What follows belongs to an exercise in optimizing a design on an open flow for small area; a production flow would make more cautious choices. In this exercise RTL edits were held to simulation tests only and were not proved equivalent to the original. Power is estimated from default activity; no workload was simulated.

## flow/run.sh

```bash
#!/bin/bash
# synth_recipe.tcl (not shown) runs the flow's synth.tcl, then flattens the netlist and writes it again
# the make line also repeats each setting of config.mk as NAME=value (left out here)
make -C /OpenROAD-flow-scripts/flow DESIGN_CONFIG=/design/flow/config.mk WORK_HOME=/design/flow/orfs CLKGATE_MAP_FILE= SYNTH_SCRIPT=/design/flow/synth_recipe.tcl finish
```

## flow/config.mk

```make
export PLATFORM = sky130hd
export DESIGN_NAME = ASP
export DESIGN_NICKNAME = ASP
export VERILOG_FILES = /design/flow/design.v
export SDC_FILE = /design/flow/constraint.sdc
export NUM_CORES = 4
export LEC_CHECK = 0
export CAP_MARGIN = 20
export CORE_MARGIN = 2
export CORE_UTILIZATION = 40
export SLEW_MARGIN = 20
```

## flow/constraint.sdc

```tcl
create_clock -name core_clock -period 5.0 [get_ports {clk}]
set_input_delay 1.0000 -clock core_clock [delete_from_list [all_inputs] [get_ports {clk}]]
set_output_delay 1.0000 -clock core_clock [all_outputs]
set_load 0.01 [all_outputs]
```

## flow/design.v

```verilog
module ASP #(parameter data_size = 32, parameter tag_size = 8, parameter mem_depth = 256) (
    input clk,
    input reset,
    input data_parity_ready_in,
    input[(data_size):0] data_parity_in,
    input network_data_ready_in,
    input network_ACK_in,
    input[(data_size+tag_size-1):0] network_data_tag_in,
    output parity_error_out,
    output host_data_ready_out,
    output[(data_size-1):0] host_data_out,
    output network_data_ready_out,
    output network_ACK_out,
    output[(data_size+tag_size-1):0] network_data_tag_out
);
    function [7:0] tag;
        input [31:0] d;
        reg [7:0] b0, b1, b2, b3;
        begin
            b0 = ~d[7:0];
            b1 = d[15:8];
            b2 = ~d[23:16];
            b3 = ~d[31:24];
            tag = {b0[2:0], b0[7:3]} ^ {b1[2:0], b1[7:3]} ^ {b2[5:0], b2[7:6]} ^ {b3[0], b3[7:1]};
        end
    endfunction
    wire [31:0] h = data_parity_in[32:1];
    wire [31:0] n = network_data_tag_in[39:8];
    wire e_in = ^data_parity_in;
    wire m_in = (tag(n) == network_data_tag_in[7:0]);
    wire a_in = network_data_ready_in & ~network_ACK_in & m_in;
    wire t_in = ~network_data_ready_in & data_parity_ready_in & ~e_in;
    reg [31:0] x1, x2, x3, y1, y2, y3;
    reg e1, e2, e3, a1, a2, a3, t1, t2, t3;
    always @(posedge clk) begin
        x1 <= e_in ? h : n;
        y1 <= network_data_ready_in ? n : h;
        x2 <= x1;
        y2 <= y1;
        x3 <= x2;
        y3 <= y2;
        if (reset) begin
            {e1, a1, t1} <= 3'b000;
            {e2, a2, t2} <= 3'b000;
            {e3, a3, t3} <= 3'b000;
        end else begin
            {e1, a1, t1} <= {e_in, a_in, t_in};
            {e2, a2, t2} <= {e1, a1, t1};
            {e3, a3, t3} <= {e2, a2, t2};
        end
    end
    assign parity_error_out       = ~reset & e3;
    assign host_data_ready_out    = ~reset & (e3 | a3);
    assign network_data_ready_out = ~reset & (t3 | a3);
    assign network_ACK_out        = ~reset & a3;
    assign host_data_out          = x3;
    assign network_data_tag_out   = {y3, tag(y3)};
endmodule
```

==> run summary, run 1 <==
- Status: no timing/DRC/antenna violations
- CTS H-tree depth: 1
- Die span in x: 123 um
- Largest net degree at the start of global routing: 35
- Detail Placement HPWL: between 7000 and 8000 um
- GRT Util Overall: 14.6%
- DRC: 0
- WP data required: 4000 ps
- Tcrit/Tclk final: between 70% and 80%
- Crit path launch type: primary input
- Fmax: 279 MHz
- Synth Cell Area: 5700 sq um
- Pwr dens: 618 nW/um^2
- Final #Nets: ~630
- Drt total wl: approximately 11000 um
- Synthesized instance count: 380
- Crit path max-delay cell type: clkdlybuf4s50_1
- Crit path time final: about 3600 ps
- Post-synthesis area per instance: 15.0 sq um
- CTS Buffer Depth: 3
- Clk latency of the worst-skew pair: 460 ps
- Area grow syn2layout: 41.4%
- Initial antenna violation count: 0
- Syn nets: roughly 460
- Antenna Nets Post-Route: 0
- Routed via count: 3097
- Max-cap violations: 0
- Worst setup path class: primary input to output pin
- First-pass GRT wire length: approximately 17000 um
- Post-DR wirelength/cell: 14.9 um
- Clk slew on worst S/H paths: 60 ps
- CP endpoint kind: output pin
- Yosys reg bits: 201
- Number of global-route vias before repair: ~3.2k
- Worst-Margin Slew: roughly 940 ps
- CP Cell Sequence: clkdlybuf4s50_1, nor2b_1, or2_2, clkdlybuf4s50_1
- Drt pass-1 iters: 4
- PostCTS Resize Cnt: 0
- Synthesis warning total: 1
- Initial Util: 41.0%
- Clock root buffer master: clkbuf_16
- IO Port Bufs: 153
- Distinct cell type count after synthesis: 18
- Final hold vios: 0
- TritonCTS clock tree: yes
- Gpl congestion: 0.745
- Fin util: 58.0%
- Die Area: 15200 sq um
- Die H: 123 um
- Worst hold path class: flip-flop to flip-flop
- Cell occurring most often along the worst timing path: clkdlybuf4s50_1
- Rows: 43
- RSZ-0062 raised after global routing: no
- Drt via density: 4.19
- Core area: between 10000 and 15000 sq um
- # diodes: 0
- Lkg Pwr: 3.12 nW
- Post-CTS Hold Fix Bufs: 0
- Post-synthesis sequential area ratio: 70.6%
- Final setup viols: 0
- Max-Slew Margin vs Limit: 37.1%
- Worst-case vdd ir drop: 0.347 mV
- Slew Limit Fails: 0
- Most frequent cells in the layout: 201 x dfxtp_1, 152 x clkdlybuf4s50_1, 82 x xnor2_1
- Post-CTS Setup Inserts: 0
- TritonCTS Buffers: 20
- Final setup skew: 9.41 ps
- CP peak stage delay: 700 ps
- GRT overflow: 0
- IO Count: 154
- DR iter-0 viols: 134
- Clock sink count: roughly 200
- Layout cells sized above 1: 17.7%
- Final setup TNS: 0 ps
- Commonest non-fill, non-tap cell in the layout: dfxtp_1
- Worst Path Arrival: 2580 ps
- Max FO, Critical Path: 12
-- layout make-up --
class	count	area [sq um]
clock inverters	7	65.1
clock buffers	28	592
multi-input cells	171	1620
flip-flops and latches	201	4020
repair buffers	153	1530
well taps	180	225
fillers	1163	5830
-- final timing paths --
check              from                  end  slack (ps)  cells past startpoint
setup / recovery  reset  host_data_ready_out        1420                      4
hold / removal    y1[2]                y2[2]         320                      0
setup reg to reg     e1                   e2        4460                      1
hold reg to reg   y1[2]                y2[2]         320                      0
-- where the power goes --
| group | total (mW) | switching (mW) | internal [mW] | leakage [nW] |
|---|---|---|---|---|
| clock network | 1.43 | 0.557 | 0.876 | 0.321 |
| logic | 1.32 | 0.532 | 0.789 | 1.11 |
| registers | 2.22 | 0.121 | 2.10 | 1.69 |
| total | 4.97 | 1.21 | 3.76 | 3.12 |
-- Yosys cell counts --
| cell | count | share of area, % |
|---|---|---|
| and3_2 | 1 | 0.13 |
| buf_1 | 3 | 0.20 |
| buf_6 | 3 | 0.59 |
| clkbuf_1 | 2 | 0.13 |
| dfxtp_1 | 201 | 71 |
| maj3_1 | 1 | 0.18 |
| mux2_2 | 60 | 12 |
| mux2_4 | 3 | 0.79 |
| nand2_1 | 1 | 0.066 |
| nand3_1 | 1 | 0.088 |
| nand4_1 | 1 | 0.11 |
| nor2_1 | 5 | 0.33 |
| nor2b_1 | 8 | 0.88 |
| nor4_1 | 1 | 0.11 |
| or2_2 | 1 | 0.11 |
| xnor2_1 | 82 | 13 |
| xnor3_2 | 1 | 0.42 |
| xor2_1 | 5 | 0.77 |
-- worst max-delay path: cells and delay by family --
kind	cells	cell delay [ps]
and+or+nand+nor	2	410
buffers and inverters	2	1180
-- state kept, by name, summed over array words and instances, names as in the netlist, 32 cells and up --
signal	count
x1	32
x2	32
x3	32
y1	32
y2	32
y3	32
-- kinds of logic after synthesis --
logic type,after synthesis,share of synthesized area [%]
muxes,63,12.7
buffers and inverters,8,0.922
xor gates and xnor gates,88,13.8
and+or+nand+nor,19,1.82
adders and majority gates,1,0.176
DFF,201,70.6
-- layer usage --
metal | share of wire, % | track usage, % | routed length, um | up-vias
li1 | - | - | - | 1556
met2 | 46 | 23.3 | 5020 | 111
met4 | 1.6 | 4.33 | 178 | 0
met3 | 8.3 | 4.70 | 909 | 18
met1 | 45 | 19.1 | 4910 | 1412
met5 | 0 | 0 | 0 | -
-- through the flow --
| stage | instances | area, sq um | setup slack (ps) | power, mW | hold slack [ps] |
|---|---|---|---|---|---|
| CTS | 740 | 8050 | 1400 | 5.06 | 324 |
| floorplan | 380 | 5700 | 2280 | 3.06 | 310 |
| detailed placement | 705 | 7400 | 1070 | 3.61 | 312 |
| global route | 740 | 8050 | 1320 | 5.24 | 327 |
| global placement | 705 | 7400 | 1090 | 3.58 | 310 |
| finish | 740 | 8050 | 1420 | 4.97 | 319 |
==> run 2, diff against run 1 <==
==> flow/flow/run.sh (new file) <==
#!/bin/bash
set -euo pipefail
export BUFFER_PORTS_ARGS="-buffer_cell sky130_fd_sc_hd__buf_1"
bash standard.sh > standard.log 2>&1
==> flow/standard.sh (new file) <==
#!/bin/bash
# synth_recipe.tcl (not shown) runs the flow's synth.tcl, then flattens the netlist and writes it again
# the make line also repeats each setting of config.mk as NAME=value (left out here)
make -C /OpenROAD-flow-scripts/flow DESIGN_CONFIG=/design/flow/config.mk WORK_HOME=/design/flow/orfs CLKGATE_MAP_FILE= SYNTH_SCRIPT=/design/flow/synth_recipe.tcl "${@:-finish}"
removed: flow/run.sh
==> run summary, run 2 <==
- Status: no timing/DRC/antenna violations (unchanged)
- Routed via count: 3134 (was 3097)
- Worst-Margin Slew: 1040 ps (was 943 ps)
- Clock root buffer master: clkbuf_16 (unchanged)
- CTS Buffer Depth: 3 (unchanged)
- Drt total wl: 10600 um (was 11000 um)
- Crit path launch type: primary input (unchanged)
- Most frequent cells in the layout: 201 x dfxtp_1, 152 x buf_1, 82 x xnor2_1 (was 201 x dfxtp_1, 152 x clkdlybuf4s50_1, 82 x xnor2_1)
- Antenna Nets Post-Route: 0 (unchanged)
- GRT overflow: 0 (unchanged)
- Clk slew on worst S/H paths: 60 ps (about the same)
- Synth Cell Area: 5700 sq um (unchanged)
- DRC: 0 (unchanged)
- Yosys reg bits: 201 (unchanged)
- Crit path time final: 3050 ps (was 3580 ps)
- Top-area cell type share of the netlist area: 70.6% (unchanged)
- Max-Slew Margin vs Limit: 30.7% (was 37.1%)
- Clk latency of the worst-skew pair: 470 ps (was 460 ps)
- CP endpoint kind: flip-flop (was output pin)
- Yosys top cell by area: dfxtp_1 (unchanged)
- Rows: 43 (unchanged)
- PostCTS Resize Cnt: 0 (unchanged)
- R2R Path End: a3 (was e2)
- Cell with the most instances after synthesis: dfxtp_1 (unchanged)
- Setup ws final: 1950 ps (was 1420 ps)
- Clock sink count: 201 (unchanged)
- Fmax: 328 MHz (was 279 MHz)
- RSZ-0062 raised after global routing: no (unchanged)
- Drt via density: 4.22 (was 4.19)
- Final setup viols: 0 (unchanged)
- Final hold slack: 314 ps (was 319 ps)
- Gpl congestion: 0.721 (was 0.745)
- Setup WS pre-CTS: 1360 ps (was 1070 ps)
- Synthesis warning total: 1 (unchanged)
- Hold-critical path depth: 0 (unchanged)
- Post-DR wirelength/cell: 14.3 um (was 14.9 um)
- Post-synthesis sequential area ratio: 70.6% (unchanged)
- GRT Util Overall: 13.7% (was 14.6%)
- DR iter-0 viols: 95 (was 134)
- Syn nets: 458 (unchanged)
- Initial antenna violation count: 0 (unchanged)
- Hold endpoint: x2[28] (was y2[2])
- Commonest non-fill, non-tap cell in the layout: dfxtp_1 (unchanged)
- Layout cells sized above 1: 17.8% (was 17.7%)
- Distinct cell type count after synthesis: 18 (unchanged)
- Placed cells: 705 (unchanged)
- Share of power burned in registers: 46.7% (was 44.6%)
- Number of global-route vias before repair: 3147 (was 3244)
- Slew Limit Fails: 0 (unchanged)
- Worst-case vdd ir drop: 0.348 mV (was 0.347 mV)
- Clk network pwr share: 31.3% (was 28.8%)
- Die H: 123 um (unchanged)
- Post-CTS Hold Fix Bufs: 0 (unchanged)
- Die span in x: 123 um (unchanged)
- IO Count: 154 (unchanged)
- CP startpoint: data_parity_in[16] (was reset)
- Switching Fraction: 25.5% (was 24.3%)
- Worst hold path class: flip-flop to flip-flop (unchanged)
- List of most frequent post-synthesis cells: 201 x dfxtp_1, 82 x xnor2_1, 60 x mux2_2 (unchanged)
- Beginning of the worst register-to-register path: a2 (was e1)
- Reg2Reg Setup Slack: 4460 ps (about the same)
- Combinational Power Share: 22.0% (was 26.6%)
- Core area: 13900 sq um (unchanged)
- First-pass GRT wire length: 15800 um (was 16900 um)
- Worst setup path class: primary input to flip-flop (was primary input to output pin)
- Max FO, Critical Path: 33 (was 12)
- TritonCTS clock tree: yes (unchanged)
- Sw Pwr: 1.21 mW (about the same)
- Top FF cell, synth: dfxtp_1 (unchanged)
- EDFF count, synth: 0 (unchanged)
- Detail Placement HPWL: 7500 um (was 7950 um)
- Area grow syn2layout: 25.1% (was 41.4%)
- Final instance area: 7130 sq um (was 8050 sq um)
- Die Area: 15200 sq um (unchanged)
- Lkg Pwr: 2.73 nW (was 3.12 nW)
- Tcrit/Tclk final: 61.0% (was 71.6%)
- Final hold vios: 0 (unchanged)
- CTS H-tree depth: 1 (unchanged)
- Final setup skew: 8.56 ps (was 9.41 ps)
- Pwr dens: 668 nW/um^2 (was 618 nW/um^2)
- IO Port Bufs: 153 (unchanged)
- # diodes: 0 (unchanged)
- Largest net degree at the start of global routing: 35 (unchanged)
- Post-synthesis area per instance: 15.0 sq um (unchanged)
- Area after DPL: 6440 sq um (was 7400 sq um)
- Hold_sp: x1[28] (was y1[2])
- WP data required: 5350 ps (was 4000 ps)
- Worst Path Arrival: 3400 ps (was 2580 ps)
- Design Power: 4.76 mW (was 4.97 mW)
- Async set or reset register ratio after synthesis: 0% (unchanged)
- Filler cells: 1276 (was 1163)
- Internal power consumption: 3.54 mW (was 3.76 mW)
- Synthesized instance count: 380 (unchanged)
- Post-CTS Setup Inserts: 0 (unchanged)
- Final setup TNS: 0 ps (unchanged)
- R2R depth: 1 (unchanged)
- Max-cap violations: 0 (unchanged)
- Non-filler cells, final: 742 (was 740)
- Final #Nets: 626 (was 625)
- Fin util: 51.4% (was 58.0%)
- Initial Util: 41.0% (unchanged)
- Synth area leaders: dfxtp_1 71%, xnor2_1 13%, mux2_2 12%, nor2b_1 0.88%, mux2_4 0.79% (unchanged)
- Drt pass-1 iters: 2 (was 4)
- TritonCTS Buffers: 21 (was 20)
==> run 2: layout make-up <==
class	instances	area [sq um]	share of cell area [%]
flip-flops and latches	201	4020	56.4
multi-input cells	171	1620	22.7
clock buffers	31	623	8.74
repair buffers	153	576	8.07
well taps	180	225	3.16
clock inverters	6	61.3	0.860
==> run 2: logic make-up (layout without fill, tap and decap cells) <==
| family | after synthesis | count (layout) | synth area share, % |
|---|---|---|---|
| and+or+nand+nor | 19 | 19 | 1.82 |
| muxes | 63 | 63 | 12.7 |
| buffers and inverters | 8 | 190 | 0.922 |
| DFF | 201 | 201 | 70.6 |
| adders and majority gates | 1 | 1 | 0.176 |
| xor gates and xnor gates | 88 | 88 | 13.8 |
==> run 2: routing by layer <==
metal  routed length [um]  up-vias  GRT usage [%]
met5                    0        -              0
met4                  149        0           4.05
met3                  884       14           4.24
met2                 4880      112           22.4
met1                 4670     1441           17.4
li1                     -     1567              -
==> run 2: worst max-delay path by stage <==
| stage | cells after the start | slack, ps | endpoint |
|---|---|---|---|
| floorplan | 7 | 2280 | x1[23] |
| global placement | 7 | 1420 | x1[7] |
| detailed placement | 7 | 1360 | x1[5] |
| CTS | 7 | 1860 | x1[5] |
| global route | 7 | 1820 | x1[17] |
| finish | 7 | 1950 | x1[17] |
==> run 2: critical path, cell delays in order <==
cell and delay, ps:
buf_1 220, xor2_1 270, xnor2_1 180, xnor2_1 120, xnor2_1 280, xnor3_2 900, mux2_2 420
==> run 2: power by group through the flow <==
stage / logic [mW] / clock network, mW / registers [mW]
after CTS: 1.08 / 1.54 / 2.23
after floorplan: 0.759 / 0 / 2.30
final: 1.05 / 1.49 / 2.22
after global placement: 1.06 / 0 / 2.25
after global routing: 1.14 / 1.61 / 2.27
after detailed placement: 1.07 / 0 / 2.26
==> run 3, diff against run 2 <==
--- a/flow/config.mk
+++ b/flow/config.mk
@@ -5,7 +5,9 @@
 export SDC_FILE = /design/flow/constraint.sdc
 export NUM_CORES = 4
 export LEC_CHECK = 0
+export ABC_AREA = 1
 export CAP_MARGIN = 20
 export CORE_MARGIN = 2
 export CORE_UTILIZATION = 40
+export CTS_BUF_LIST = sky130_fd_sc_hd__clkbuf_4
 export SLEW_MARGIN = 20
==> run summary, run 3 <==
- Worst Path Arrival: 1660 ps (was 3400 ps)
- Setup WS pre-CTS: 1830 ps (was 1360 ps)
- Area grow syn2layout: 19.6% (was 25.1%)
- Initial antenna violation count: 1 (was 0)
- Non-filler cells, final: 1098 (was 742)
- WP data required: 4000 ps (was 5350 ps)
- CTS Buffer Depth: 3 (unchanged)
- First-pass GRT wire length: 23400 um (was 15800 um)
- Number of global-route vias before repair: 4643 (was 3147)
- Rows: 46 (was 43)
- Worst-Margin Slew: 801 ps (was 1040 ps)
- Worst hold path class: flip-flop to flip-flop (unchanged)
- Post-CTS Hold Fix Bufs: 0 (unchanged)
- Placed cells: 1014 (was 705)
- Clock root buffer master: clkbuf_4 (was clkbuf_16)
- Worst setup path class: primary input to output pin (was primary input to flip-flop)
- Status: no timing/DRC/antenna violations (unchanged)
- Clk network pwr share: 34.9% (was 31.3%)
- GR Util met2: 27.8% (was 22.4%)
- Post-synthesis mux area share: 0% (was 12.7%)
- Share of power burned in registers: 51.4% (was 46.7%)
- Final hold vios: 0 (unchanged)
- Fmax: 376 MHz (was 328 MHz)
- Synth Area in Simple Gates: 22.7% (was 1.82%)
- Layout cells sized above 1: 14.1% (was 17.8%)
- Yosys top cell by area: dfxtp_1 (unchanged)
- Die span in x: 132 um (was 123 um)
- Synth area leaders: dfxtp_1 61%, nand2_1 12%, xnor2_1 6.1%, nand3_2 5.0%, nand3_1 2.7% (was dfxtp_1 71%, xnor2_1 13%, mux2_2 12%, nor2b_1 0.88%, mux2_4 0.79%)
- Yosys reg bits: 201 (unchanged)
- Final setup TNS: 0 ps (unchanged)
- Crit path launch type: primary input (unchanged)
- DR iter-0 viols: 146 (was 95)
- Clk slew on worst S/H paths: 60 ps (about the same)
- EDFF count, synth: 0 (unchanged)
- Clock sink count: 201 (unchanged)
- PostCTS Resize Cnt: 0 (unchanged)
- Largest net degree at the start of global routing: 55 (was 35)
- Setup ws final: 2340 ps (was 1950 ps)
- Post-synthesis area per instance: 9.87 sq um (was 15.0 sq um)
- Reg2Reg Setup Slack: 4480 ps (was 4460 ps)
- Distinct cell type count after synthesis: 24 (was 18)
- Synth Area in Compound Gates: 2.33% (was 0%)
- List of most frequent post-synthesis cells: 204 x nand2_1, 201 x dfxtp_1, 46 x xnor2_1 (was 201 x dfxtp_1, 82 x xnor2_1, 60 x mux2_2)
- Max FO, Critical Path: 13 (was 33)
- Tcrit/Tclk final: 53.1% (was 61.0%)
- Final setup viols: 0 (unchanged)
- IO Port Bufs: 153 (unchanged)
- GRT Util Overall: 17.1% (was 13.7%)
- Die H: 132 um (was 123 um)
- Post-CTS Setup Inserts: 0 (unchanged)
- Synthesized instance count: 664 (was 380)
- Crit path time final: 2660 ps (was 3050 ps)
- Drt pass-1 iters: 4 (was 2)
- Drt total wl: 14400 um (was 10600 um)
- Most frequent cells in the layout: 204 x nand2_1, 201 x dfxtp_1, 152 x buf_1 (was 201 x dfxtp_1, 152 x buf_1, 82 x xnor2_1)
- Post-synthesis sequential area ratio: 61.4% (was 70.6%)
- Final #Nets: 928 (was 626)
- Max-cap violations: 0 (unchanged)
- Top FF cell, synth: dfxtp_1 (unchanged)
- Initial Util: 41.1% (was 41.0%)
- Clk latency of the worst-skew pair: 610 ps (was 470 ps)
- Internal power consumption: 2.65 mW (was 3.54 mW)
- Slew Limit Fails: 0 (unchanged)
- CTS H-tree depth: 2 (was 1)
- TritonCTS clock tree: yes (unchanged)
- Worst-case vdd ir drop: 0.204 mV (was 0.348 mV)
- Routed via count: 4695 (was 3134)
- IO Count: 154 (unchanged)
- DRC: 0 (unchanged)
- Commonest non-fill, non-tap cell in the layout: nand2_1 (was dfxtp_1)
- Cell with the most instances after synthesis: nand2_1 (was dfxtp_1)
- Gpl congestion: 0.830 (was 0.721)
- Largest family of logic cells by synthesized area: simple AND/OR/NAND/NOR gates (was XOR/XNOR gates)
- Combinational Power Share: 13.7% (was 22.0%)
- Async set or reset register ratio after synthesis: 0% (unchanged)
- RSZ-0062 raised after global routing: no (unchanged)
- Synth Area in XOR/XNOR: 8.50% (was 13.8%)
- Switching Fraction: 27.0% (was 25.5%)
- CP endpoint kind: output pin (was flip-flop)
- Synth Cell Area: 6550 sq um (was 5700 sq um)
- Die Area: 17400 sq um (was 15200 sq um)
- Sw Pwr: 0.982 mW (was 1.21 mW)
- GRT overflow: 0 (unchanged)
- Post-DR wirelength/cell: 13.1 um (was 14.3 um)
- Most used routing layer: met2 (unchanged)
- Design Power: 3.64 mW (was 4.76 mW)
- Final setup skew: 21.2 ps (was 8.56 ps)
- Core area: 15900 sq um (was 13900 sq um)
- Antenna Nets Post-Route: 0 (unchanged)
- M3 GR Usage: 5.23% (was 4.24%)
- Drt via density: 4.28 (was 4.22)
- Syn nets: 742 (was 458)
- Synth Area in Adders: 0% (was 0.176%)
- Lkg Pwr: 3.57 nW (was 2.73 nW)
- Synthesis warning total: 1 (unchanged)
- Detail Placement HPWL: 10300 um (was 7500 um)
- Max-Slew Margin vs Limit: 46.5% (was 30.7%)
- Pwr dens: 464 nW/um^2 (was 668 nW/um^2)
- Top-area cell type share of the netlist area: 61.4% (was 70.6%)
- TritonCTS Buffers: 50 (was 21)
- Grt met1 use: 21.1% (was 17.4%)
[run 3: logic make-up (layout without fill, tap and decap cells)]
family	Yosys count	count (layout)
compound gates	29	29
simple gates	309	309
xor+xnor	62	62
buf+inv	63	280
other cells	0	1
flops	201	201
[run 3: critical path, cell delays in order]
cell and delay [ps]:
buf_1 410, nor2_1 100, buf_1 150
[run 3: final timing paths]
kind,cells past startpoint,end,from
worst max-delay path,3,network_data_ready_out,reset
worst min-delay path,0,x2[24],x1[24]
worst max register to register,2,a2,a1
worst min register to register,0,x2[24],x1[24]
[run 3: metal layers]
layer  part of all wire (%)  wire length (um)  vias up
li1                       -                 -     2459
met1                     45              6430     2064
met2                     46              6690      151
met3                    7.0              1010       21
met4                    1.9               270        0
met5                      0                 0        -
[run 3: per-stage QoR]
step / area, sq um / hold WS (ps) / util (%)
2_1_floorplan: 6550 / 310 / -
3_3_place_gp: 7240 / 310 / 45.4
3_5_place_dp: 7240 / 312 / 45.4
4_1_cts: 7830 / 318 / 49.1
5_1_grt: 7840 / 327 / 49.2
6_report: 7840 / 312 / 49.2
[run 3: final cells by class]
class,instances,area [sq um]
timing repair buffer,154,583
fill,1557,8110
inverter,43,161
tap,216,270
clock inverter,16,92.6
multi-input combinational,400,2200
antenna,1,2.50
clock buffer,67,503
sequential,201,4020
[run 3: power by group through the flow]
stage | logic [mW] | clock network (mW) | registers [mW]
floorplan | 0.320 | 0 | 1.92
global placement | 0.498 | 0 | 1.90
detailed placement | 0.504 | 0 | 1.91
CTS | 0.506 | 1.32 | 1.87
global route | 0.559 | 1.40 | 1.89
finish | 0.497 | 1.27 | 1.87
==> run 4, diff against run 3 <==
==> flow/flow/run.sh (replaced) <==
#!/bin/bash
set -euo pipefail
export BUFFER_PORTS_ARGS="-buffer_cell sky130_fd_sc_hd__buf_1"
export CTS_ARGS="-sink_clustering_enable -repair_clock_nets -dont_use_dummy_load "
bash standard.sh > standard.log 2>&1
==> flow/config.mk (replaced) <==
export PLATFORM = sky130hd
export DESIGN_NAME = ASP
export DESIGN_NICKNAME = ASP
export VERILOG_FILES = /design/flow/design.v
export SDC_FILE = /design/flow/constraint.sdc
export NUM_CORES = 4
export LEC_CHECK = 0
export CAP_MARGIN = 20
export CORE_MARGIN = 2
export CORE_UTILIZATION = 60
export SLEW_MARGIN = 20
==> run summary, run 4 <==
- Worst Path Arrival: 3340 ps (was 1660 ps)
- TritonCTS Buffers: 19 (was 50)
- Gpl congestion: 0.724 (was 0.830)
- Non-filler cells, final: 673 (was 1098)
- Rows: 35 (was 46)
- Post-CTS Hold Fix Bufs: 0 (unchanged)
- DRC: 0 (unchanged)
- Final #Nets: 624 (was 928)
- Distinct cell type count after synthesis: 18 (was 24)
- Layout cells sized above 1: 15.8% (was 14.1%)
- Hold_sp: y1[24] (was x1[24])
- Initial antenna violation count: 0 (was 1)
- CP Cell Sequence: buf_1, xor2_1, xnor2_1, xnor2_1, xnor2_1, xnor3_2, mux2_2 (was buf_1, nor2_1, buf_1)
- Die H: 101 um (was 132 um)
- Beginning of the worst register-to-register path: e1 (was a1)
- Pwr dens: 639 nW/um^2 (was 464 nW/um^2)
- RSZ-0062 raised after global routing: no (unchanged)
- GRT Util Overall: 18.1% (was 17.1%)
- Most frequent cells in the layout: 201 x dfxtp_1, 152 x buf_1, 82 x xnor2_1 (was 204 x nand2_1, 201 x dfxtp_1, 152 x buf_1)
- Top FF cell, synth: dfxtp_1 (unchanged)
- Worst-case vdd ir drop: 0.398 mV (was 0.204 mV)
- Filler cells: 633 (was 1557)
- Combinational Power Share: 23.9% (was 13.7%)
- Tcrit/Tclk final: 59.5% (was 53.1%)
- Commonest non-fill, non-tap cell in the layout: dfxtp_1 (was nand2_1)
- Worst-Margin Slew: 991 ps (was 801 ps)
- Post-synthesis sequential area ratio: 70.6% (was 61.4%)
- WP data required: 5360 ps (was 4000 ps)
- Syn nets: 458 (was 742)
- CP peak stage delay: 920 ps (was 410 ps)
- Internal power consumption: 3.24 mW (was 2.65 mW)
- Synth area leaders: dfxtp_1 71%, xnor2_1 13%, mux2_2 12%, nor2b_1 0.88%, mux2_4 0.79% (was dfxtp_1 61%, nand2_1 12%, xnor2_1 6.1%, nand3_2 5.0%, nand3_1 2.7%)
- Final hold vios: 0 (unchanged)
- Crit path time final: 2980 ps (was 2660 ps)
- Fin util: 73.8% (was 49.2%)
- Final setup viols: 0 (unchanged)
- EDFF count, synth: 0 (unchanged)
- Initial Util: 61.7% (was 41.1%)
- Reg2Reg Setup Slack: 4460 ps (was 4480 ps)
- Area grow syn2layout: 19.8% (was 19.6%)
- Async set or reset register ratio after synthesis: 0% (unchanged)
- Register Area: 4020 sq um (unchanged)
- R2R Path End: e2 (was a2)
- CP Capture Point: x1[26] (was network_data_ready_out)
- PostCTS Resize Cnt: 0 (unchanged)
- Synthesis warning total: 1 (unchanged)
- Routed via count: 3067 (was 4695)
- Sw Pwr: 1.12 mW (was 0.982 mW)
- Synthesized instance count: 380 (was 664)
- Clk network pwr share: 25.2% (was 34.9%)
- Clock sink count: 201 (unchanged)
- Die span in x: 101 um (was 132 um)
- Post-CTS Setup Inserts: 0 (unchanged)
- Post-DR wirelength/cell: 13.9 um (was 13.1 um)
- Cell with the most instances after synthesis: dfxtp_1 (was nand2_1)
- Fmax: 336 MHz (was 376 MHz)
- Crit path max-delay cell type: xnor3_2 (was buf_1)
- Final setup TNS: 0 ps (unchanged)
- Synth Cell Area: 5700 sq um (was 6550 sq um)
- CTS Buffer Depth: 3 (unchanged)
- Core area: 9240 sq um (was 15900 sq um)
- Status: no timing/DRC/antenna violations (unchanged)
- Yosys top cell by area: dfxtp_1 (unchanged)
- Yosys reg bits: 201 (unchanged)
- Lkg Pwr: 2.61 nW (was 3.57 nW)
- Max FO, Critical Path: 33 (was 13)
- Clk slew on worst S/H paths: 60 ps (about the same)
- List of most frequent post-synthesis cells: 201 x dfxtp_1, 82 x xnor2_1, 60 x mux2_2 (was 204 x nand2_1, 201 x dfxtp_1, 46 x xnor2_1)
- Worst setup path class: primary input to flip-flop (was primary input to output pin)
- Die Area: 10300 sq um (was 17400 sq um)
- Clock root buffer master: clkbuf_8 (was clkbuf_4)
- Max-cap violations: 0 (unchanged)
- Max-Slew Margin vs Limit: 34.0% (was 46.5%)
- First-pass GRT wire length: 14300 um (was 23400 um)
- Area occupied by multi-input gates: 1620 sq um (was 2200 sq um)
- DR iter-0 viols: 32 (was 146)
- Detail Placement HPWL: 6740 um (was 10300 um)
- Largest net degree at the start of global routing: 35 (was 55)
- CP startpoint: data_parity_in[24] (was reset)
- Worst hold path class: flip-flop to flip-flop (unchanged)
- Top-area cell type share of the netlist area: 70.6% (was 61.4%)
- Switching Fraction: 25.7% (was 27.0%)
- GRT overflow: 0 (unchanged)
- Number of global-route vias before repair: 3006 (was 4643)
- Drt pass-1 iters: 4 (unchanged)
- Drt via density: 4.56 (was 4.28)
- CP endpoint kind: flip-flop (was output pin)
- Post-synthesis area per instance: 15.0 sq um (was 9.87 sq um)
- R2R depth: 1 (was 2)
- Slew Limit Fails: 0 (unchanged)
- Crit path launch type: primary input (unchanged)
- Share of power burned in registers: 50.9% (was 51.4%)
- Drt total wl: 9350 um (was 14400 um)
- IO Port Bufs: 153 (unchanged)
- # diodes: 0 (was 1)
- Final setup skew: 46.3 ps (was 21.2 ps)
- Antenna Nets Post-Route: 0 (unchanged)
- Cell occurring most often along the worst timing path: xnor2_1 (was buf_1)
- IO Count: 154 (unchanged)
- CTS H-tree depth: 1 (was 2)
- Clk latency of the worst-skew pair: 520 ps (was 610 ps)
- TritonCTS clock tree: yes (unchanged)
- Placed cells: 654 (was 1014)
## run 4: changes by cell type after synthesis, moves of 33 or more
cell / previous run / this run
nand3_1: 36 / 1
nand2_1: 204 / 1
nand3_2: 33 / 0
inv_1: 42 / 0
mux2_2: 0 / 60
xnor2_1: 46 / 82
## run 4: logic make-up (layout without fill, tap and decap cells)
kind of cell / count (synthesis) / in the layout / share of synthesized area [%]
simple gates: 19 / 19 / 1.82
buf+inv: 8 / 172 / 0.922
fa+ha+maj: 1 / 1 / 0.176
xor+xnor: 88 / 88 / 13.8
flops: 201 / 201 / 70.6
mux: 63 / 63 / 12.7
## run 4: power by group through the flow
stage	logic (mW)	registers (mW)	clock network (mW)
finish	1.04	2.22	1.10
global route	1.13	2.26	1.19
CTS	1.06	2.23	1.13
detailed placement	1.05	2.26	0
global placement	1.03	2.24	0
floorplan	0.759	2.30	0
## run 4: per-layer routing
layer  wire, um  vias up  global-route usage [%]
met4        120        0                    5.41
met2       4450      113                    30.6
li1           -     1545                       -
met5          0        -                       0
met1       3980     1395                    22.1
met3        796       14                    6.00
## run 4: through the flow
stage	hold WS (ps)	power (mW)	instance area, sq um	setup WS [ps]
floorplan	310	3.06	5700	2280
global placement	310	3.28	6380	1520
detailed placement	312	3.31	6380	1470
CTS	280	4.41	6820	1980
global route	292	4.58	6820	1880
finish	284	4.36	6820	2020
## run 4: cell type report
type	instances	area share, %
flip-flops and latches	201	59.0
multi-input cells	171	23.7
repair buffers	153	8.44
clock buffers	19	6.47
well taps	129	2.37
## run 4: critical path, delay by kind of cell
| family | cells | cell delay [ps] |
|---|---|---|
| XOR/XNOR | 5 | 1740 |
| multiplexers | 1 | 410 |
| buffers and inverters | 1 | 170 |
## run 4: worst min path at each step
stage	cells after the start	endpoint
after detailed placement	0	x3[21]
after floorplan	0	x2[0]
after CTS	0	y2[24]
after global routing	0	x3[30]
final	0	y2[24]
after global placement	0	y3[15]
==> run 5, diff against run 4 <==
==> flow/flow/run.sh (replaced) <==
#!/bin/bash
set -euo pipefail
export BUFFER_PORTS_ARGS="-buffer_cell sky130_fd_sc_hd__buf_1"
export CTS_ARGS="-sink_clustering_enable -repair_clock_nets -dont_use_dummy_load -buf_list sky130_fd_sc_hd__clkbuf_8 -sink_clustering_size 24 -sink_clustering_max_diameter 50"
bash standard.sh > standard.log 2>&1
==> run summary, run 5 <==
- Clk latency of the worst-skew pair: 460 ps (was 520 ps)
- Distinct cell type count after synthesis: 18 (unchanged)
- Initial antenna violation count: 0 (unchanged)
- GRT Util Overall: 17.6% (was 18.1%)
- Worst-case vdd ir drop: 0.395 mV (was 0.398 mV)
- Antenna Nets Post-Route: 0 (unchanged)
- Sw Pwr: 1.05 mW (was 1.12 mW)
- Post-CTS Setup Inserts: 0 (unchanged)
- PostCTS Resize Cnt: 0 (unchanged)
- Yosys reg bits: 201 (unchanged)
- Post-DR wirelength/cell: 13.7 um (was 13.9 um)
- CP Cell Sequence: buf_1, xor2_1, xnor2_1, xnor2_1, xnor2_1, xnor3_2, mux2_2 (unchanged)
- Slew Limit Fails: 0 (unchanged)
- Synth area leaders: dfxtp_1 71%, xnor2_1 13%, mux2_2 12%, nor2b_1 0.88%, mux2_4 0.79% (unchanged)
- Reg2Reg Setup Slack: 4450 ps (was 4460 ps)
- Max-cap violations: 0 (unchanged)
- CP peak stage delay: 920 ps (about the same)
- Most frequent cells in the layout: 201 x dfxtp_1, 152 x buf_1, 82 x xnor2_1 (unchanged)
- Max FO, Critical Path: 33 (unchanged)
- Gpl congestion: 0.724 (unchanged)
- TritonCTS Buffers: 13 (was 19)
- First-pass GRT wire length: 13900 um (was 14300 um)
- Post-synthesis area per instance: 15.0 sq um (unchanged)
- R2R depth: 1 (unchanged)
- Clock root buffer master: clkbuf_8 (unchanged)
- Worst hold path class: flip-flop to flip-flop (unchanged)
- CP startpoint: data_parity_in[24] (unchanged)
- IO Count: 154 (unchanged)
- Filler cells: 677 (was 633)
- Area grow syn2layout: 15.2% (was 19.8%)
- Final instance area: 6560 sq um (was 6820 sq um)
- Yosys top cell by area: dfxtp_1 (unchanged)
- Final hold vios: 0 (unchanged)
- Crit path launch type: primary input (unchanged)
- Top FF cell, synth: dfxtp_1 (unchanged)
- RSZ-0062 raised after global routing: no (unchanged)
- CTS H-tree depth: 1 (unchanged)
- Syn nets: 458 (unchanged)
- IO Port Bufs: 153 (unchanged)
- Core area: 9240 sq um (unchanged)
- Largest net degree at the start of global routing: 35 (unchanged)
- R2R Path End: t2 (was e2)
- Worst setup path class: primary input to flip-flop (unchanged)
- Drt via density: 4.50 (was 4.56)
- Post-synthesis sequential area ratio: 70.6% (unchanged)
- Drt total wl: 9150 um (was 9350 um)
- Pwr dens: 596 nW/um^2 (was 639 nW/um^2)
- Layout cells sized above 1: 14.9% (was 15.8%)
- Detail Placement HPWL: 6740 um (unchanged)
- Area occupied by multi-input gates: 1620 sq um (unchanged)
- DR iter-0 viols: 33 (was 32)
- Share of power burned in registers: 56.6% (was 50.9%)
- Beginning of the worst register-to-register path: t1 (was e1)
- Synth Cell Area: 5700 sq um (unchanged)
- Final setup TNS: 0 ps (unchanged)
- Switching Fraction: 26.8% (was 25.7%)
- Commonest non-fill, non-tap cell in the layout: dfxtp_1 (unchanged)
- Async set or reset register ratio after synthesis: 0% (unchanged)
- Max-Slew Margin vs Limit: 34.7% (was 34.0%)
- Initial Util: 61.7% (unchanged)
- Synthesized instance count: 380 (unchanged)
- Cell occurring most often along the worst timing path: xnor2_1 (unchanged)
- List of most frequent post-synthesis cells: 201 x dfxtp_1, 82 x xnor2_1, 60 x mux2_2 (unchanged)
- Worst-Margin Slew: 979 ps (was 991 ps)
- Die H: 101 um (unchanged)
- DRC: 0 (unchanged)
- Drt pass-1 iters: 4 (unchanged)
- Clock sink count: 201 (unchanged)
- Post-CTS Hold Fix Bufs: 0 (unchanged)
- Status: no timing/DRC/antenna violations (unchanged)
- GRT overflow: 0 (unchanged)
- Final #Nets: 618 (was 624)
- Number of global-route vias before repair: 2938 (was 3006)
- Crit path time final: 3010 ps (was 2980 ps)
- Final setup viols: 0 (unchanged)
- Routed via count: 3003 (was 3067)
- CP endpoint kind: flip-flop (unchanged)
- CP Capture Point: x1[15] (was x1[26])
- TritonCTS clock tree: yes (unchanged)
- Area after DPL: 6380 sq um (unchanged)
- Combinational Power Share: 26.6% (was 23.9%)
- CTS Buffer Depth: 3 (unchanged)
- Worst Path Arrival: 3330 ps (was 3340 ps)
- EDFF count, synth: 0 (unchanged)
- Internal power consumption: 2.86 mW (was 3.24 mW)
- Tcrit/Tclk final: 60.1% (was 59.5%)
- Die Area: 10300 sq um (unchanged)
- Clk network pwr share: 16.8% (was 25.2%)
- WP data required: 5320 ps (was 5360 ps)
- Clk slew on worst S/H paths: 100 ps (was 60 ps)
- Fmax: 333 MHz (was 336 MHz)
- Die span in x: 101 um (unchanged)
- Synthesis warning total: 1 (unchanged)
- Design Power: 3.91 mW (was 4.36 mW)
- Top-area cell type share of the netlist area: 70.6% (unchanged)
- Rows: 35 (unchanged)
- # diodes: 0 (unchanged)
- Lkg Pwr: 2.48 nW (was 2.61 nW)
- Final setup skew: 27.7 ps (was 46.3 ps)
- Register Area: 4020 sq um (unchanged)
- Cell with the most instances after synthesis: dfxtp_1 (unchanged)
- Crit path max-delay cell type: xnor3_2 (unchanged)
## run 5: cell counts after synthesis
No cell type changed its count.
## run 5: metal layers
| metal | routed length (um) | global-route usage, % |
|---|---|---|
| met1 | 3920 | 21.6 |
| met5 | 0 | 0 |
| met4 | 95 | 4.47 |
| met2 | 4330 | 30.2 |
| met3 | 813 | 5.87 |
## run 5: logic make-up after synthesis
kind of cell             count (synthesis)  share of synthesized area, %
XOR/XNOR                                88                          13.8
multiplexers                            63                          12.7
buffers and inverters                    8                         0.922
flip-flops                             201                          70.6
AND/OR/NAND/NOR                         19                          1.82
adder cells (fa/ha/maj)                  1                         0.176
## run 5: worst min-delay path by stage
stage | startpoint | to | slack, ps | depth (start not counted)
5_1_grt | y2[30] | y3[30] | 310 | 0
3_3_place_gp | y2[15] | y3[15] | 310 | 0
4_1_cts | y2[30] | y3[30] | 310 | 0
6_report | y2[30] | y3[30] | 310 | 0
2_1_floorplan | x1[0] | x2[0] | 310 | 0
3_5_place_dp | x2[21] | x3[21] | 310 | 0
## run 5: power by group through the flow
stage / clock network, mW / registers [mW] / logic [mW]
detailed placement: 0 / 2.26 / 1.05
finish: 0.658 / 2.21 / 1.04
floorplan: 0 / 2.30 / 0.759
global route: 0.737 / 2.26 / 1.13
global placement: 0 / 2.24 / 1.03
CTS: 0.683 / 2.22 / 1.06
## run 5: layout make-up
type | count | area share (%)
well taps | 129 | 2.46
multi-input cells | 171 | 24.7
clock buffers | 13 | 2.73
repair buffers | 153 | 8.77
flip-flops and latches | 201 | 61.3
## run 5: metrics by stage
| stage | cells | worst slack (ps) | utilization (%) | hold WS (ps) |
|---|---|---|---|---|
| finish | 667 | 1990 | 71.0 | 307 |
| global route | 667 | 1850 | 71.0 | 307 |
| CTS | 667 | 1940 | 71.0 | 308 |
| detailed placement | 654 | 1470 | 69.1 | 312 |
| global placement | 654 | 1520 | 69.1 | 310 |
| floorplan | 380 | 2280 | - | 310 |
## run 5: worst max-delay path, delay by kind of cell
family	cells	cell delay, ps
XOR/XNOR	5	1740
multiplexers	1	410
buffers and inverters	1	170
==> run 6, diff against run 5 <==
==> flow/flow/run.sh (replaced) <==
#!/bin/bash
set -euo pipefail
export BUFFER_PORTS_ARGS="-buffer_cell sky130_fd_sc_hd__buf_1"
export CTS_ARGS="-sink_clustering_enable -repair_clock_nets -dont_use_dummy_load -buf_list sky130_fd_sc_hd__clkbuf_4 -sink_clustering_size 12 -sink_clustering_max_diameter 40"
bash standard.sh > standard.log 2>&1
==> run summary, run 6 <==
- Worst-Margin Slew: 977 ps (was 979 ps)
- PostCTS Resize Cnt: 0 (unchanged)
- Final setup skew: 34.5 ps (was 27.7 ps)
- Max-Slew Margin vs Limit: 34.9% (was 34.7%)
- Cell occurring most often along the worst timing path: buf_1 (was xnor2_1)
- CP Cell Sequence: buf_1, nor2b_1, or2_2, buf_1 (was buf_1, xor2_1, xnor2_1, xnor2_1, xnor2_1, xnor3_2, mux2_2)
- Fmax: 340 MHz (was 333 MHz)
- Die Area: 10300 sq um (unchanged)
- Final #Nets: 627 (was 618)
- Area after DPL: 6380 sq um (unchanged)
- GRT Util Overall: 17.8% (was 17.6%)
- Drt total wl: 9150 um (about the same)
- Clk slew on worst S/H paths: 110 ps (was 100 ps)
- Worst setup path class: primary input to output pin (was primary input to flip-flop)
- Top FF cell, synth: dfxtp_1 (unchanged)
- Initial Util: 61.7% (unchanged)
- Worst-case vdd ir drop: 0.406 mV (was 0.395 mV)
- Yosys top cell by area: dfxtp_1 (unchanged)
- Final instance area: 6550 sq um (was 6560 sq um)
- Status: no timing/DRC/antenna violations (unchanged)
- Crit path max-delay cell type: buf_1 (was xnor3_2)
- Final setup viols: 0 (unchanged)
- Post-synthesis area per instance: 15.0 sq um (unchanged)
- Distinct cell type count after synthesis: 18 (unchanged)
- Pwr dens: 593 nW/um^2 (was 596 nW/um^2)
- TritonCTS Buffers: 22 (was 13)
- Drt via density: 4.51 (was 4.50)
- Crit path launch type: primary input (unchanged)
- DR iter-0 viols: 29 (was 33)
- Worst Path Arrival: 1940 ps (was 3330 ps)
- Post-CTS Setup Inserts: 0 (unchanged)
- Max-cap violations: 0 (unchanged)
- Top-area cell type share of the netlist area: 70.6% (unchanged)
- Antenna Nets Post-Route: 0 (unchanged)
- TritonCTS clock tree: yes (unchanged)
- CTS Buffer Depth: 3 (unchanged)
- Initial antenna violation count: 0 (unchanged)
- Synth Area in Simple Gates: 1.82% (unchanged)
- Most used routing layer: met2 (unchanged)
- Layout cells sized above 1: 16.3% (was 14.9%)
- RSZ-0062 raised after global routing: no (unchanged)
- IO Count: 154 (unchanged)
- Synthesis warning total: 1 (unchanged)
- Drt pass-1 iters: 4 (unchanged)
- M3 GR Usage: 6.63% (was 5.87%)
- Die span in x: 101 um (unchanged)
- Synth Area in Compound Gates: 0% (unchanged)
- Grt met1 use: 21.6% (about the same)
- CP peak stage delay: 370 ps (was 920 ps)
- Lkg Pwr: 2.49 nW (was 2.48 nW)
- Largest net degree at the start of global routing: 35 (unchanged)
- Die H: 101 um (unchanged)
- Most frequent cells in the layout: 201 x dfxtp_1, 152 x buf_1, 82 x xnor2_1 (unchanged)
- Clock sink count: 201 (unchanged)
- Synth Cell Area: 5700 sq um (unchanged)
- Delay-heaviest family, CP: buffers and inverters (was XOR/XNOR gates)
- DRC: 0 (unchanged)
- Final hold slack: 291 ps (was 307 ps)
- Synthesized instance count: 380 (unchanged)
- Cell with the most instances after synthesis: dfxtp_1 (unchanged)
- Synth Area in Adders: 0.176% (unchanged)
- EDFF count, synth: 0 (unchanged)
- Clk latency of the worst-skew pair: 550 ps (was 460 ps)
- Async set or reset register ratio after synthesis: 0% (unchanged)
- WP data required: 4000 ps (was 5320 ps)
- IO Port Bufs: 153 (unchanged)
- Routed via count: 3052 (was 3003)
- Tcrit/Tclk final: 58.9% (was 60.1%)
- Max FO, Critical Path: 12 (was 33)
- Post-synthesis sequential area ratio: 70.6% (unchanged)
- Detail Placement HPWL: 6740 um (unchanged)
- Final setup TNS: 0 ps (unchanged)
- Clock root buffer master: clkbuf_4 (was clkbuf_8)
- Post-DR wirelength/cell: 13.5 um (was 13.7 um)
- Yosys reg bits: 201 (unchanged)
- Post-CTS Hold Fix Bufs: 0 (unchanged)
- Reg2Reg Setup Slack: 4420 ps (was 4450 ps)
- Slew Limit Fails: 0 (unchanged)
- GRT overflow: 0 (unchanged)
- Final hold vios: 0 (unchanged)
- Number of global-route vias before repair: 3002 (was 2938)
- Post-synthesis mux area share: 12.7% (unchanged)
- Crit path time final: 2940 ps (was 3010 ps)
- CTS H-tree depth: 1 (unchanged)
- List of most frequent post-synthesis cells: 201 x dfxtp_1, 82 x xnor2_1, 60 x mux2_2 (unchanged)
- Worst hold path class: flip-flop to flip-flop (unchanged)
- Syn nets: 458 (unchanged)
- Commonest non-fill, non-tap cell in the layout: dfxtp_1 (unchanged)
- Synth Area in XOR/XNOR: 13.8% (unchanged)
- Rows: 35 (unchanged)
- # diodes: 0 (unchanged)
- Largest family of logic cells by synthesized area: XOR/XNOR gates (unchanged)
- Worst path bufs/invs: 2 (was 1)
- CP endpoint kind: output pin (was flip-flop)
- Area grow syn2layout: 14.9% (was 15.2%)
- GR Util met2: 30.2% (about the same)
- First-pass GRT wire length: 14100 um (was 13900 um)
- Synth area leaders: dfxtp_1 71%, xnor2_1 13%, mux2_2 12%, nor2b_1 0.88%, mux2_4 0.79% (unchanged)
- Core area: 9240 sq um (unchanged)
- Gpl congestion: 0.724 (unchanged)
## run 6: cell types whose count changed in the layout (fill, tap and decap cells not counted)
cell,before,now
clkbuf_4,0,22
clkbuf_8,13,0
## run 6: per-layer routing
layer	up-vias	wire length, um
met2	113	4350
met1	1376	3860
li1	1554	-
met4	0	90
met5	-	0
met3	9	843
## run 6: report_power, final
group          internal [mW]  leakage [nW]  switching (mW)
sequential              2.09          1.69           0.118
clock                  0.204         0.101           0.425
combinational          0.531         0.693           0.508
total                   2.83          2.49            1.05
## run 6: cell families (layout without fill, tap and decap cells)
family,after synthesis,after routing
AND/OR/NAND/NOR,19,19
XOR/XNOR,88,88
flip-flops,201,201
adder cells (fa/ha/maj),1,1
buffers and inverters,8,175
multiplexers,63,63
## run 6: path summary, 6_finish.rpt
check / from / end / cells past startpoint
worst min-delay path: y1[24] / y2[24] / 0
worst max-delay path: reset / host_data_ready_out / 4
worst min register to register: y1[24] / y2[24] / 0
worst max register to register: e2 / e3 / 1
## run 6: metrics by stage
stage / setup WS [ps] / util [%] / total power [mW] / instances
after CTS: 2040 / 70.8 / 3.94 / 676
after floorplan: 2280 / - / 3.06 / 380
after global placement: 1520 / 69.1 / 3.28 / 654
after global routing: 1970 / 70.8 / 4.11 / 676
final: 2060 / 70.8 / 3.88 / 676
after detailed placement: 1470 / 69.1 / 3.31 / 654
## run 6: layout make-up
class | count | area [sq um]
tap | 129 | 161
clock buffer | 22 | 165
fill | 687 | 2690
sequential | 201 | 4020
multi-input combinational | 171 | 1620
timing repair buffer | 153 | 576
==> run 7, diff against run 6 <==
--- a/flow/design.v
+++ b/flow/design.v
@@ -24,19 +24,17 @@
             tag = {b0[2:0], b0[7:3]} ^ {b1[2:0], b1[7:3]} ^ {b2[5:0], b2[7:6]} ^ {b3[0], b3[7:1]};
         end
     endfunction
-    wire [31:0] h = data_parity_in[32:1];
-    wire [31:0] n = network_data_tag_in[39:8];
     wire e_in = ^data_parity_in;
-    wire m_in = (tag(n) == network_data_tag_in[7:0]);
+    wire m_in = (network_data_tag_in[7:0] == tag(network_data_tag_in[39:8]));
     wire a_in = network_data_ready_in & ~network_ACK_in & m_in;
     wire t_in = ~network_data_ready_in & data_parity_ready_in & ~e_in;
-    reg [31:0] x1, x2, x3, y1, y2, y3;
+    reg [31:0] h1, n1, x2, x3, y2, y3;
     reg e1, e2, e3, a1, a2, a3, t1, t2, t3;
     always @(posedge clk) begin
-        x1 <= e_in ? h : n;
-        y1 <= network_data_ready_in ? n : h;
-        x2 <= x1;
-        y2 <= y1;
+        h1 <= data_parity_in[32:1];
+        n1 <= network_data_tag_in[39:8];
+        x2 <= ({32{e1}} & h1) | ({32{a1 & ~e1}} & n1);
+        y2 <= ({32{a1}} & n1) | ({32{t1}} & h1);
         x3 <= x2;
         y3 <= y2;
         if (reset) begin
==> run summary, run 7 <==
- Share of power burned in registers: 62.5% (was 57.0%)
- Reg2Reg Setup Slack: 3720 ps (was 4420 ps)
- Synth Area in XOR/XNOR: 13.7% (was 13.8%)
- Beginning of the worst register-to-register path: a1 (was e2)
- Crit path launch type: primary input (unchanged)
- DR iter-0 viols: 82 (was 29)
- Final instance area: 6490 sq um (was 6550 sq um)
- Largest family of logic cells by synthesized area: XOR/XNOR gates (unchanged)
- Status: no timing/DRC/antenna violations (unchanged)
- Routed via count: 3468 (was 3052)
- Drt pass-1 iters: 4 (unchanged)
- Top-area cell type share of the netlist area: 71.4% (was 70.6%)
- Syn nets: 563 (was 458)
- Synth Cell Area: 5640 sq um (was 5700 sq um)
- Drt via density: 4.58 (was 4.51)
- Yosys top cell by area: dfxtp_1 (unchanged)
- WP data required: 4000 ps (about the same)
- Detail Placement HPWL: 7210 um (was 6740 um)
- Worst-case vdd ir drop: 0.255 mV (was 0.406 mV)
- CP Cell Sequence: buf_1, nor2b_1, or2_2, buf_1 (unchanged)
- Fin util: 70.6% (was 70.8%)
- IO Port Bufs: 153 (unchanged)
- Number of global-route vias before repair: 3106 (was 3002)
- Drt total wl: 9960 um (was 9150 um)
- Max-cap violations: 0 (unchanged)
- Post-synthesis area per instance: 11.6 sq um (was 15.0 sq um)
- Gpl congestion: 0.834 (was 0.724)
- Layout cells sized above 1: 4.18% (was 16.3%)
- Final setup skew: 59.8 ps (was 34.5 ps)
- Final #Nets: 726 (was 627)
- TritonCTS Buffers: 21 (was 22)
- R2R Path End: x2[12] (was e3)
- CTS Buffer Depth: 3 (unchanged)
- CP Capture Point: host_data_ready_out (unchanged)
- Synthesis warning total: 1 (unchanged)
- Sw Pwr: 0.810 mW (was 1.05 mW)
- Synth Area in Adders: 0% (was 0.176%)
- Setup ws final: 2040 ps (was 2060 ps)
- Antenna Nets Post-Route: 0 (unchanged)
- Clock root buffer master: clkbuf_4 (unchanged)
- Clk slew on worst S/H paths: 110 ps (about the same)
- Synth Area in Simple Gates: 10.6% (was 1.82%)
- GRT overflow: 0 (unchanged)
- # diodes: 0 (unchanged)
- DRC: 0 (unchanged)
- Max-Slew Margin vs Limit: 65.4% (was 34.9%)
- Design Power: 3.05 mW (was 3.88 mW)
- Slew Limit Fails: 0 (unchanged)
- CP endpoint kind: output pin (unchanged)
- Lkg Pwr: 2.57 nW (was 2.49 nW)
- Post-CTS Setup Inserts: 0 (unchanged)
- First-pass GRT wire length: 15100 um (was 14100 um)
- Top FF cell, synth: dfxtp_1 (unchanged)
- Post-DR wirelength/cell: 13.2 um (was 13.5 um)
- GRT Util Overall: 19.4% (was 17.8%)
- Final hold slack: 260 ps (was 291 ps)
- Pwr dens: 470 nW/um^2 (was 593 nW/um^2)
- Tcrit/Tclk final: 59.2% (was 58.9%)
- Non-filler cells, final: 757 (was 676)
- Synth area leaders: dfxtp_1 71%, xnor2_1 12%, nand2_1 8.7%, o21ai_0 2.8%, clkbuf_1 1.1% (was dfxtp_1 71%, xnor2_1 13%, mux2_2 12%, nor2b_1 0.88%, mux2_4 0.79%)
- Fmax: 338 MHz (was 340 MHz)
- CP startpoint: reset (unchanged)
- Worst setup path class: primary input to output pin (unchanged)
- Largest net degree at the start of global routing: 66 (was 35)
- Cell occurring most often along the worst timing path: buf_1 (unchanged)
- Post-synthesis sequential area ratio: 71.4% (was 70.6%)
- Clk network pwr share: 20.6% (was 16.2%)
- Area after DPL: 6310 sq um (was 6380 sq um)
- Placed cells: 735 (was 654)
- Worst path bufs/invs: 2 (unchanged)
- Die Area: 10200 sq um (was 10300 sq um)
- Commonest non-fill, non-tap cell in the layout: dfxtp_1 (unchanged)
- Final setup viols: 0 (unchanged)
- R2R depth: 3 (was 1)
- Initial antenna violation count: 0 (unchanged)
- CP peak stage delay: 390 ps (was 370 ps)
- Worst hold path class: flip-flop to flip-flop (unchanged)
- List of most frequent post-synthesis cells: 201 x dfxtp_1, 130 x nand2_1, 80 x xnor2_1 (was 201 x dfxtp_1, 82 x xnor2_1, 60 x mux2_2)
- Crit. path cell count: 4 (unchanged)
- Rows: 35 (unchanged)
- Clk latency of the worst-skew pair: 560 ps (was 550 ps)
- Distinct cell type count after synthesis: 17 (was 18)
- Switching Fraction: 26.5% (was 27.1%)
- Final hold vios: 0 (unchanged)
- Delay-heaviest family, CP: buffers and inverters (unchanged)
- Post-CTS Hold Fix Bufs: 0 (unchanged)
- Die span in x: 101 um (about the same)
- Cell with the most instances after synthesis: dfxtp_1 (unchanged)
- Setup WS pre-CTS: 2070 ps (was 1470 ps)
- Final setup TNS: 0 ps (unchanged)
- Yosys reg bits: 201 (unchanged)
- EDFF count, synth: 0 (unchanged)
- Core area: 9200 sq um (was 9240 sq um)
- Combinational Power Share: 17.0% (was 26.8%)
- Crit path time final: 2960 ps (was 2940 ps)
- Initial Util: 61.3% (was 61.7%)
- TritonCTS clock tree: yes (unchanged)
- Max FO, Critical Path: 13 (was 12)
- RSZ-0062 raised after global routing: no (unchanged)
- Die H: 101 um (about the same)
- Post-synthesis mux area share: 0.444% (was 12.7%)
- Worst-Margin Slew: 519 ps (was 977 ps)
- Worst Path Arrival: 1960 ps (was 1940 ps)
- Area grow syn2layout: 15.2% (was 14.9%)
- Most frequent cells in the layout: 200 x dfxtp_1, 153 x buf_1, 130 x nand2_1 (was 201 x dfxtp_1, 152 x buf_1, 82 x xnor2_1)
- IO Count: 154 (unchanged)
- Synthesized instance count: 485 (was 380)
- Async set or reset register ratio after synthesis: 0% (unchanged)
- Internal power consumption: 2.24 mW (was 2.83 mW)
- CTS H-tree depth: 1 (unchanged)
- Clock sink count: 201 (unchanged)
- PostCTS Resize Cnt: 0 (unchanged)
- Crit path max-delay cell type: buf_1 (unchanged)
- Synth Area in Compound Gates: 2.84% (was 0%)
[run 7: cell types whose count changed in the layout (fill, tap and decap cells not counted), sizes merged, moves of 2 or more]
cell	change
o21ai	+32
mux2	-62
xor2	-2
nand2	+129
clkbuf	-2
buf	+4
xnor2	-2
[run 7: worst register-to-register path, cell delays in order, from the launching register on]
cell and delay, ps:
dfxtp_1 560, buf_4 360, nand2_1 130, o21ai_0 180
[run 7: logic make-up (layout without fill, tap and decap cells)]
logic type,count (synthesis),after routing
AOI/OAI and AO/OA,32,32
xor gates and xnor gates,85,85
buffers and inverters,16,177
DFF,201,201
muxes,2,2
and+or+nand+nor,149,149
[run 7: area by class of cell]
| class | instances | area, sq um |
|---|---|---|
| Timing Repair Buffer | 156 | 617 |
| Multi-Input combinational cell | 268 | 1550 |
| Fill cell | 717 | 2700 |
| Sequential cell | 201 | 4030 |
| Clock buffer | 21 | 158 |
| Tap cell | 111 | 139 |
[run 7: how the worst min path moves through the flow]
| stage | startpoint | endpoint | slack, ps | cells after the start |
|---|---|---|---|---|
| after CTS | x2[30] | x3[30] | 260 | 0 |
| after global routing | x2[30] | x3[30] | 260 | 0 |
| after global placement | y2[1] | y3[1] | 310 | 0 |
| after floorplan | x2[0] | x3[0] | 310 | 0 |
| final | x2[30] | x3[30] | 260 | 0 |
| after detailed placement | x2[10] | x3[10] | 310 | 0 |
[run 7: power groups by stage]
stage / combinational (mW) / clock (mW) / sequential (mW)
floorplan: 0.317 / 0 / 1.94
global placement: 0.472 / 0 / 1.97
detailed placement: 0.478 / 0 / 1.97
CTS: 0.481 / 0.652 / 1.94
global route: 0.578 / 0.710 / 1.93
finish: 0.518 / 0.628 / 1.91
[run 7: per-layer routing]
metal  share of wire, %  vias up  GRT usage, %
li1                   -     1821             -
met1                 46     1503          26.1
met2                 44      121          31.2
met3                6.8       23          4.79
met4                2.4        0          6.03
met5                  0        -             0
==> run 8, diff against run 7 <==
--- a/flow/design.v
+++ b/flow/design.v
@@ -30,10 +30,12 @@
     wire t_in = ~network_data_ready_in & data_parity_ready_in & ~e_in;
     reg [31:0] h1, n1, x2, x3, y2, y3;
     reg e1, e2, e3, a1, a2, a3, t1, t2, t3;
+    reg xn1;   
     always @(posedge clk) begin
         h1 <= data_parity_in[32:1];
         n1 <= network_data_tag_in[39:8];
-        x2 <= ({32{e1}} & h1) | ({32{a1 & ~e1}} & n1);
+        xn1 <= a_in & ~e_in;
+        x2 <= ({32{e1}} & h1) | ({32{xn1}} & n1);
         y2 <= ({32{a1}} & n1) | ({32{t1}} & h1);
         x3 <= x2;
         y3 <= y2;
==> flow/config.mk (replaced) <==
export PLATFORM = sky130hd
export DESIGN_NAME = ASP
export DESIGN_NICKNAME = ASP
export VERILOG_FILES = /design/flow/design.v
export SDC_FILE = /design/flow/constraint.sdc
export NUM_CORES = 4
export LEC_CHECK = 0
export CAP_MARGIN = 0
export CORE_MARGIN = 2
export CORE_UTILIZATION = 70
export SLEW_MARGIN = 0
==> run summary, run 8 <==
- Status: no timing/DRC/antenna violations (unchanged)
- Worst Path Arrival: 1900 ps (was 1960 ps)
- Crit path time final: 2900 ps (was 2960 ps)
- Setup ws final: 2100 ps (was 2040 ps)
- IO Port Bufs: 153 (unchanged)
- Post-DR wirelength/cell: 16.2 um (was 13.2 um)
- Cell with the most instances after synthesis: dfxtp_1 (unchanged)
- DRC: 0 (unchanged)
- Area occupied by multi-input gates: 1450 sq um (was 1550 sq um)
- Rows: 32 (was 35)
- EDFF count, synth: 0 (unchanged)
- Commonest non-fill, non-tap cell in the layout: dfxtp_1 (unchanged)
- Routed via count: 3324 (was 3468)
- Crit path launch type: primary input (unchanged)
- Hold_sp: x2[29] (was x2[30])
- First-pass GRT wire length: 16300 um (was 15100 um)
- Drt pass-1 iters: 4 (unchanged)
- CTS H-tree depth: 1 (unchanged)
- Top-area cell type share of the netlist area: 72.8% (was 71.4%)
- Drt via density: 5.11 (was 4.58)
- Antenna Nets Post-Route: 0 (unchanged)
- Distinct cell type count after synthesis: 14 (was 17)
- Post-CTS Hold Fix Bufs: 0 (unchanged)
- Worst-Margin Slew: 881 ps (was 519 ps)
- Fin util: 82.6% (was 70.6%)
- Synthesized instance count: 388 (was 485)
- Post-synthesis mux area share: 0% (was 0.444%)
- Clock sink count: 202 (was 201)
- Yosys reg bits: 202 (was 201)
- Max FO, Critical Path: 12 (was 13)
- # diodes: 0 (unchanged)
- Design Power: 3.06 mW (was 3.05 mW)
- CTS Buffer Depth: 3 (unchanged)
- Synth Area in Simple Gates: 1.98% (was 10.6%)
- Max-Slew Margin vs Limit: 41.2% (was 65.4%)
- Final hold vios: 0 (unchanged)
- R2R depth: 2 (was 3)
- Post-CTS Setup Inserts: 0 (unchanged)
- IO Count: 154 (unchanged)
- Final setup TNS: 0 ps (unchanged)
- Fmax: 344 MHz (was 338 MHz)
- Lkg Pwr: 2.41 nW (was 2.57 nW)
- Clk slew on worst S/H paths: 110 ps (about the same)
- Synth Area in Adders: 0% (unchanged)
- Number of global-route vias before repair: 3355 (was 3106)
- Synth area leaders: dfxtp_1 73%, xnor2_1 12%, a22o_1 10%, xor2_1 1.6%, clkbuf_1 1.1% (was dfxtp_1 71%, xnor2_1 12%, nand2_1 8.7%, o21ai_0 2.8%, clkbuf_1 1.1%)
- Post-synthesis sequential area ratio: 72.8% (was 71.4%)
- Synth Area in XOR/XNOR: 14.1% (was 13.7%)
- Final setup skew: 22.7 ps (was 59.8 ps)
- Initial Util: 71.9% (was 61.3%)
- Synth Area in Compound Gates: 10.1% (was 2.84%)
- Final #Nets: 629 (was 726)
- Largest net degree at the start of global routing: 24 (was 66)
- Pwr dens: 479 nW/um^2 (was 470 nW/um^2)
- Beginning of the worst register-to-register path: t1 (was a1)
- TritonCTS clock tree: yes (unchanged)
- Largest family of logic cells by synthesized area: XOR/XNOR gates (unchanged)
- CP startpoint: reset (unchanged)
- Area grow syn2layout: 14.8% (was 15.2%)
- Drt total wl: 10600 um (was 9960 um)
- CP endpoint kind: output pin (unchanged)
- Worst hold path class: flip-flop to flip-flop (unchanged)
- Gpl congestion: 0.792 (was 0.834)
- Synthesis warning total: 1 (unchanged)
- Setup WS pre-CTS: 2100 ps (was 2070 ps)
- Worst-case vdd ir drop: 0.298 mV (was 0.255 mV)
- List of most frequent post-synthesis cells: 202 x dfxtp_1, 75 x xnor2_1, 64 x a22o_1 (was 201 x dfxtp_1, 130 x nand2_1, 80 x xnor2_1)
- Register Area: 4040 sq um (was 4030 sq um)
- Final setup viols: 0 (unchanged)
- Initial antenna violation count: 0 (unchanged)
- WP data required: 4000 ps (about the same)
- Clock root buffer master: clkbuf_4 (unchanged)
- Layout cells sized above 1: 4.74% (was 4.18%)
- Yosys top cell by area: dfxtp_1 (unchanged)
- Synth Cell Area: 5560 sq um (was 5640 sq um)
- Tcrit/Tclk final: 58.1% (was 59.2%)
- Die Area: 8670 sq um (was 10200 sq um)
- TritonCTS Buffers: 20 (was 21)
- Hold-critical path depth: 0 (unchanged)
- GRT overflow: 0 (unchanged)
- Worst setup path class: primary input to output pin (unchanged)
- Detail Placement HPWL: 7880 um (was 7210 um)
- Die H: 93.1 um (was 101 um)
- Reg2Reg Setup Slack: 3490 ps (was 3720 ps)
- Most frequent cells in the layout: 202 x dfxtp_1, 153 x buf_1, 75 x xnor2_1 (was 200 x dfxtp_1, 153 x buf_1, 130 x nand2_1)
- Max-cap violations: 0 (unchanged)
- Async set or reset register ratio after synthesis: 0% (unchanged)
- Die span in x: 93.1 um (was 101 um)
- Clk latency of the worst-skew pair: 550 ps (was 560 ps)
- GRT Util Overall: 24.6% (was 19.4%)
- RSZ-0062 raised after global routing: no (unchanged)
- Core area: 7730 sq um (was 9200 sq um)
- DR iter-0 viols: 123 (was 82)
- Top FF cell, synth: dfxtp_1 (unchanged)
- Syn nets: 466 (was 563)
- Post-synthesis area per instance: 14.3 sq um (was 11.6 sq um)
- PostCTS Resize Cnt: 0 (unchanged)
- Slew Limit Fails: 0 (unchanged)
- Filler cells: 458 (was 717)
## run 8: logic make-up (layout without fill, tap and decap cells)
family,after synthesis,count (layout)
AOI/OAI and AO/OA,64,64
xor gates and xnor gates,87,87
buffers and inverters,16,177
DFF,202,202
and+or+nand+nor,19,19
## run 8: path summary, 6_finish.rpt
kind                              end
setup / recovery  host_data_ready_out
setup reg to reg                y2[7]
hold reg to reg                x3[29]
hold / removal                 x3[29]
## run 8: power breakdown
group          internal (mW)  switching (mW)  total [mW]  leakage (nW)
Sequential              1.82           0.105        1.93          1.67
Clock                  0.186           0.432       0.618        0.0920
Combinational          0.253           0.260       0.513         0.655
## run 8: cell type report
cell class,instances,share of cell area [%]
Tap cell,102,2.00
Sequential cell,202,63.4
Timing Repair Buffer,157,9.47
Multi-Input combinational cell,170,22.8
Clock buffer,20,2.35
## run 8: routing by layer
metal  GRT usage (%)  vias up  part of all wire, %
li1                -     1627                    -
met1            28.5     1554                   39
met2            44.4      122                   52
met3            5.48       21                  6.2
met4            9.44        0                  2.9
met5               0        -                    0
## run 8: per-stage QoR
step	instance area (sq um)	hold slack [ps]	cells
finish	6380	316	651
global route	6380	315	651
CTS	6380	323	651
detailed placement	6230	312	631
global placement	6230	310	631
floorplan	5560	310	388
## run 8: worst max-delay path, stage by stage
cell     delay, ps
buf_1          350
nor2b_1        120
or2_2          310
buf_1          130

-- what the ideal ports hide --
No port has a modelled driver above. Below, the same layouts with a new extraction and two added sets of constraints. Step 1: set_driving_cell puts a clkbuf_16 on clk and a buf_2 on each other input, an assumption about the parent block. Step 2 also shifts input and output timing later by t, the mid clock arrival at the registers, as if the neighbouring blocks saw the same clock. Three values: ideal, step 1, step 2; two values: the first two.
run	t, ns	setup WS [ns]	hold WS [ns]	worst register clock-pin slew, ns
run 1	0.498	1.419 / 1.395 / 1.168	0.319 / 0.319 / 0.319	0.06 / 0.06
run 2	0.504	1.949 / 1.965 / 1.461	0.314 / 0.314 / 0.314	0.06 / 0.06
run 3	0.639	2.344 / 2.318 / 1.839	0.312 / 0.312 / 0.312	0.07 / 0.07
run 4	0.520	2.024 / 2.024 / 1.503	0.284 / 0.284 / 0.284	0.06 / 0.06
run 5	0.486	1.994 / 2.002 / 1.517	0.307 / 0.307 / 0.307	0.13 / 0.13
run 6	0.556	2.057 / 2.035 / 1.520	0.291 / 0.291 / 0.291	0.11 / 0.11
run 7	0.558	2.040 / 2.017 / 2.017	0.260 / 0.260 / 0.260	0.12 / 0.12
run 8	0.574	2.096 / 2.066 / 2.066	0.316 / 0.316 / 0.316	0.12 / 0.12
After both steps setup and hold are still met in every run listed. The setup slack of run 6, which loses most, moves by -0.022 ns with the drivers and by -0.537 ns with both steps.
